Context: an optimization exercise on an open-source flow, tuned for small area, a short achievable clock period and few clock cycles per item. The choices shown serve that exercise and are no tape-out recipe.
RTL that was checked went through simulation tests only; none was proved equivalent to the original.

==> flow/design.v (excerpt) <==
module systolic_array #(
    parameter DATAWIDTH = 16,
    parameter N_SIZE = 4
) (
    input clk, rst_n,
    input valid_in,
    input [N_SIZE*DATAWIDTH-1:0] matrix_a_in,  
    input [N_SIZE*DATAWIDTH-1:0] matrix_b_in,  
    output reg valid_out,
    output [N_SIZE*DATAWIDTH*2-1:0] matrix_out  
);
==> flow/config.mk <==
export PLATFORM = sky130hd
export DESIGN_NAME = systolic_array
export DESIGN_NICKNAME = systolic_array
export VERILOG_FILES = /design/flow/design.v
export SDC_FILE = /design/flow/constraint.sdc
export NUM_CORES = 8
export LEC_CHECK = 0
export CAP_MARGIN = 20
export CORE_MARGIN = 2
export CORE_UTILIZATION = 40
export SLEW_MARGIN = 20
==> flow/constraint.sdc <==
create_clock -name core_clock -period 10.0 [get_ports {clk}]
set_input_delay 2.0000 -clock core_clock [delete_from_list [all_inputs] [get_ports {clk}]]
set_output_delay 2.0000 -clock core_clock [all_outputs]
set_load 0.01 [all_outputs]
standard.sh (not shown) runs the stock make flow with config.mk's settings and CLKGATE_MAP_FILE= SYNTH_SCRIPT=/design/flow/synth_recipe.tcl, a recipe that flattens the netlist after the stock synthesis.
==> flow/flow/run.sh <==
#!/bin/bash
# Layout flow: the standard ORFS flow (standard.sh), run with a larger setup slack
# margin so that the repair steps push the paths well below the 10 ns clock period.
# The SDC, the period and every other setting are the standard flow's own.
set -euo pipefail
bash standard.sh SETUP_SLACK_MARGIN=6.6 BUFFER_PORTS_ARGS='-buffer_cell sky130_fd_sc_hd__buf_2' finish > standard_flow.log 2>&1
Testbench counts at the start, summed over its fixed seeds: cycles 14,592, matrices 768.
Edit:
==> flow/flow/run.sh (replaced) <==
#!/bin/bash
# Layout flow: the standard ORFS flow (standard.sh), run with a larger setup slack
# margin so that the repair steps push the paths well below the 10 ns clock period.
# The SDC, the period and every other setting are the standard flow's own.
set -euo pipefail
bash standard.sh SETUP_SLACK_MARGIN=6.6 BUFFER_PORTS_ARGS='-buffer_cell sky130_fd_sc_hd__buf_2' CORE_UTILIZATION=65 finish > standard_flow.log 2>&1
Outcome:
- routed wire length falls by 2.2%
- synthesized area does not change
- final cell count shrinks by 10%
- sequential share of layout area goes up by 0.49 points
- design area drops by 1.4%
- setup slack improved by 35 ps
- global-route usage rose by 12 points
- fmax is higher by 1.0%
- count of clock-buffer cells in the layout drops by 8
Edit:
==> flow/flow/run.sh (replaced) <==
#!/bin/bash
# Layout flow: the standard ORFS flow (standard.sh), run with a larger setup slack
# margin so that the repair steps push the paths well below the 10 ns clock period.
# The SDC, the period and every other setting are the standard flow's own.
set -euo pipefail
bash standard.sh SETUP_SLACK_MARGIN=6.3 BUFFER_PORTS_ARGS='-buffer_cell sky130_fd_sc_hd__buf_2' finish > standard_flow.log 2>&1
Outcome: The new run passed the timing, DRC and antenna checks. Count of clock-buffer cells in the layout rose by 6. Core utilization went down by 29 points. Wire length is about the same. Die area came out higher by well over a third. Synthesized cell count stays the same.

---

systolic_array, a different RTL version from the one above (not shown whole).
Size: ~260 I/O pins, about 50,000 um2 of cells after synthesis.
==> flow/config.mk <==
export PLATFORM = sky130hd
export DESIGN_NAME = systolic_array
export DESIGN_NICKNAME = systolic_array
export VERILOG_FILES = /design/flow/design.v
export SDC_FILE = /design/flow/constraint.sdc
export NUM_CORES = 8
export LEC_CHECK = 0
export CAP_MARGIN = 20
export CORE_MARGIN = 2
export CORE_UTILIZATION = 40
export SLEW_MARGIN = 20
==> flow/constraint.sdc <==
create_clock -name core_clock -period 10.0 [get_ports {clk}]
set_input_delay 2.0000 -clock core_clock [delete_from_list [all_inputs] [get_ports {clk}]]
set_output_delay 2.0000 -clock core_clock [all_outputs]
set_load 0.01 [all_outputs]
==> flow/flow/run.sh <==
#!/bin/bash
# Layout flow: the standard ORFS flow (standard.sh) with three changes:
#  - after the standard synthesis, flow/fixpol.py removes most of the inverters that
#    Yosys' full-adder extraction leaves between full adders (each full adder may be used
#    in its inverted form, since FA(~a,~b,~c) = ~FA(a,b,c)); registers are not touched;
#  - the repair steps aim for a larger setup slack margin, so that the paths end well
#    below the 10 ns clock period; the SDC and the period are the standard flow's own;
#  - port buffers are buf_2, and the clock tree uses larger sink clusters.
set -euo pipefail
R=orfs/results/sky130hd/systolic_array/base
ARGS="SETUP_SLACK_MARGIN=6.75 CORE_UTILIZATION=65 CTS_CLUSTER_SIZE=30 CTS_CLUSTER_DIAMETER=60"
bash standard.sh synth > standard_synth.log 2>&1
cp $R/1_2_yosys.v $R/1_2_yosys.standard.v
python3 flow/fixpol.py $R/1_2_yosys.standard.v $R/1_2_yosys.v > fixpol.log 2>&1
bash standard.sh $ARGS BUFFER_PORTS_ARGS='-buffer_cell sky130_fd_sc_hd__buf_2' finish > standard_flow.log 2>&1
Other scripts of this flow, unchanged in this note and not shown: flow/flow/fixpol.py
Testbench counts at the start, summed over its fixed seeds: cycles 14,592, matrices 768.
Change:
--- a/flow/flow/run.sh
+++ b/flow/flow/run.sh
@@ -10,3 +10,3 @@
 R=orfs/results/sky130hd/systolic_array/base
-ARGS="SETUP_SLACK_MARGIN=6.75 CORE_UTILIZATION=65 CTS_CLUSTER_SIZE=30 CTS_CLUSTER_DIAMETER=60"
+ARGS="TNS_END_PERCENT=40 SETUP_SLACK_MARGIN=6.7 CORE_UTILIZATION=65 CTS_CLUSTER_SIZE=30 CTS_CLUSTER_DIAMETER=60"
 bash standard.sh synth > standard_synth.log 2>&1
Worst setup slack got worse by 53 ps.
Global-route usage falls by 1.6 points.
Cell count falls by 1.1%.
Wire length falls by 8.0%.
Utilization falls by 2.0 points.
Change:
--- a/flow/flow/run.sh
+++ b/flow/flow/run.sh
@@ -10,3 +10,3 @@
 R=orfs/results/sky130hd/systolic_array/base
-ARGS="TNS_END_PERCENT=40 SETUP_SLACK_MARGIN=6.7 CORE_UTILIZATION=65 CTS_CLUSTER_SIZE=30 CTS_CLUSTER_DIAMETER=60"
+ARGS="SETUP_SLACK_MARGIN=6.7 CORE_UTILIZATION=65 CTS_CLUSTER_SIZE=30 CTS_CLUSTER_DIAMETER=60"
 bash standard.sh synth > standard_synth.log 2>&1
@@ -14,2 +14,2 @@
 python3 flow/fixpol.py $R/1_2_yosys.standard.v $R/1_2_yosys.v > fixpol.log 2>&1
-bash standard.sh $ARGS BUFFER_PORTS_ARGS='-buffer_cell sky130_fd_sc_hd__buf_2' finish > standard_flow.log 2>&1
+bash standard.sh $ARGS BUFFER_PORTS_ARGS='-buffer_cell sky130_fd_sc_hd__buf_2' CTS_ARGS='-sink_clustering_enable -repair_clock_nets -sink_clustering_size 20 -sink_clustering_max_diameter 50 -sink_clustering_buffer sky130_fd_sc_hd__clkbuf_8' finish > standard_flow.log 2>&1
Effect:
- final cell count came out higher by 1.3%
- final area is about the same
- setup slack improved by 160 ps
- area after synthesis is unchanged
- first-iteration DRC count came out lower by 1.2%
Change:
--- a/flow/flow/run.sh
+++ b/flow/flow/run.sh
@@ -14,2 +14,2 @@
 python3 flow/fixpol.py $R/1_2_yosys.standard.v $R/1_2_yosys.v > fixpol.log 2>&1
-bash standard.sh $ARGS BUFFER_PORTS_ARGS='-buffer_cell sky130_fd_sc_hd__buf_2' CTS_ARGS='-sink_clustering_enable -repair_clock_nets -sink_clustering_size 20 -sink_clustering_max_diameter 50 -sink_clustering_buffer sky130_fd_sc_hd__clkbuf_8' finish > standard_flow.log 2>&1
+bash standard.sh $ARGS BUFFER_PORTS_ARGS='-buffer_cell sky130_fd_sc_hd__buf_2' finish > standard_flow.log 2>&1
Design area climbs slightly. Synthesized area is unchanged. Sequential share of layout area decreases by 0.12 points. Die area does not change. Fmax rose slightly. Hold slack improved by 3.7 ps. Count of clock-buffer cells in the layout fell by 36. Via count shrinks slightly.

---

Another version of the RTL of systolic_array (not shown whole).
For scale: roughly 4500 cells after synthesis, about 850 flip-flops, ~260 I/O pins, about 50000 um2 of cells after synthesis.
Settings: LEC_CHECK=0, CAP_MARGIN=20, CORE_MARGIN=2, CORE_UTILIZATION=40, SLEW_MARGIN=20; clock period 10.0 ns.
==> flow/flow/run.sh <==
#!/bin/bash
# Layout flow: the standard ORFS flow (standard.sh), run with a larger setup slack
# margin so that the repair steps push the paths well below the 10 ns clock period.
# The SDC, the period and every other setting are the standard flow's own.
set -euo pipefail
bash standard.sh SETUP_SLACK_MARGIN=6.3 BUFFER_PORTS_ARGS='-buffer_cell sky130_fd_sc_hd__buf_2' finish > standard_flow.log 2>&1
The baseline completed with no timing, DRC or antenna violations.
Then changed:
--- a/flow/flow/run.sh
+++ b/flow/flow/run.sh
@@ -5,2 +5,2 @@
 set -euo pipefail
-bash standard.sh SETUP_SLACK_MARGIN=6.3 BUFFER_PORTS_ARGS='-buffer_cell sky130_fd_sc_hd__buf_2' finish > standard_flow.log 2>&1
+bash standard.sh SETUP_SLACK_MARGIN=6.5 BUFFER_PORTS_ARGS='-buffer_cell sky130_fd_sc_hd__buf_2' finish > standard_flow.log 2>&1
After rerunning: The new run completed without violations. Die area does not change. Final cell count grows by 0.86%. Register-to-register slack gains 60 ps. Worst setup slack is better by 61 ps. Maximum frequency went up by 1.7%. Via count grows by 1.8%. Synthesized cell count does not change. Core utilization grows by 1.4 points. Global-route usage came out higher by 0.19 points. Non-clock buffer count came out higher by 56.
Then changed:
--- a/flow/flow/run.sh
+++ b/flow/flow/run.sh
@@ -5,2 +5,2 @@
 set -euo pipefail
-bash standard.sh SETUP_SLACK_MARGIN=6.5 BUFFER_PORTS_ARGS='-buffer_cell sky130_fd_sc_hd__buf_2' finish > standard_flow.log 2>&1
+bash standard.sh SETUP_SLACK_MARGIN=6.0  finish > standard_flow.log 2>&1
Outcome: Fmax decreases by 6.8%. Cell area drops by 2.9%. Core utilization drops by 1.4 points.
Then changed:
--- a/flow/flow/run.sh
+++ b/flow/flow/run.sh
@@ -5,2 +5,2 @@
 set -euo pipefail
-bash standard.sh SETUP_SLACK_MARGIN=6.0  finish > standard_flow.log 2>&1
+bash standard.sh SETUP_SLACK_MARGIN=6.8 finish > standard_flow.log 2>&1
Wire length goes up by 24%; final area rose by 14%; synthesized cell count is unchanged.
Function was not checked in any run of this note: the RTL went through the layout flow alone.

re-timing with driven ports:
Ports are ideal in the flow. The routed layouts listed here were re-timed in OpenROAD. Step 1 assumes that a clkbuf_16 drives the clock port and a buf_2 every other input. Step 2 adds t to the input delays and takes it off the output delays; t is the mean of the earliest and latest rising clock arrival at the registers after step 1. Input paths then give back, and output paths get back, about the clock's delay inside the block. Three values: ideal ports, drivers, drivers and shift; two values: the first two.
run | t, ns | setup slack, ns | hold WS [ns] | worst register clock-pin slew, ns | pins driven straight from the clock port
the first run of note 1 | 0.810 | 6.603 / 6.603 / 6.603 | 0.312 / 0.312 / 0.312 | 0.07 / 0.07 | 1
the second run of note 1 | 0.766 | 6.638 / 6.638 / 6.638 | 0.319 / 0.319 / 0.319 | 0.08 / 0.08 | 1
the third run of note 1 | 0.800 | 6.395 / 6.395 / 6.395 | 0.307 / 0.307 / 0.307 | 0.07 / 0.07 | 1
the first run of note 2 | 0.721 | 6.575 / 6.575 / 6.575 | 0.315 / 0.315 / 0.315 | 0.10 / 0.10 | 1
the second run of note 2 | 0.756 | 6.522 / 6.522 / 6.522 | 0.315 / 0.315 / 0.315 | 0.11 / 0.11 | 1
the third run of note 2 | 0.720 | 6.684 / 6.684 / 6.684 | 0.312 / 0.312 / 0.312 | 0.12 / 0.12 | 1
the fourth run of note 2 | 0.722 | 6.696 / 6.696 / 6.696 | 0.315 / 0.315 / 0.315 | 0.11 / 0.11 | 1
the first run of note 3 | 0.795 | 6.291 / 6.291 / 6.291 | 0.281 / 0.281 / 0.281 | 0.07 / 0.07 | 1
the second run of note 3 | 0.795 | 6.353 / 6.353 / 6.353 | 0.283 / 0.283 / 0.283 | 0.07 / 0.07 | 1
the third run of note 3 | 0.793 | 6.087 / 6.006 / 6.126 | 0.295 / 0.295 / 0.295 | 0.07 / 0.07 | 1
the fourth run of note 3 | 0.764 | 6.356 / 6.356 / 6.356 | 0.305 / 0.305 / 0.305 | 0.07 / 0.07 | 1
After both steps every run listed still meets setup and hold.
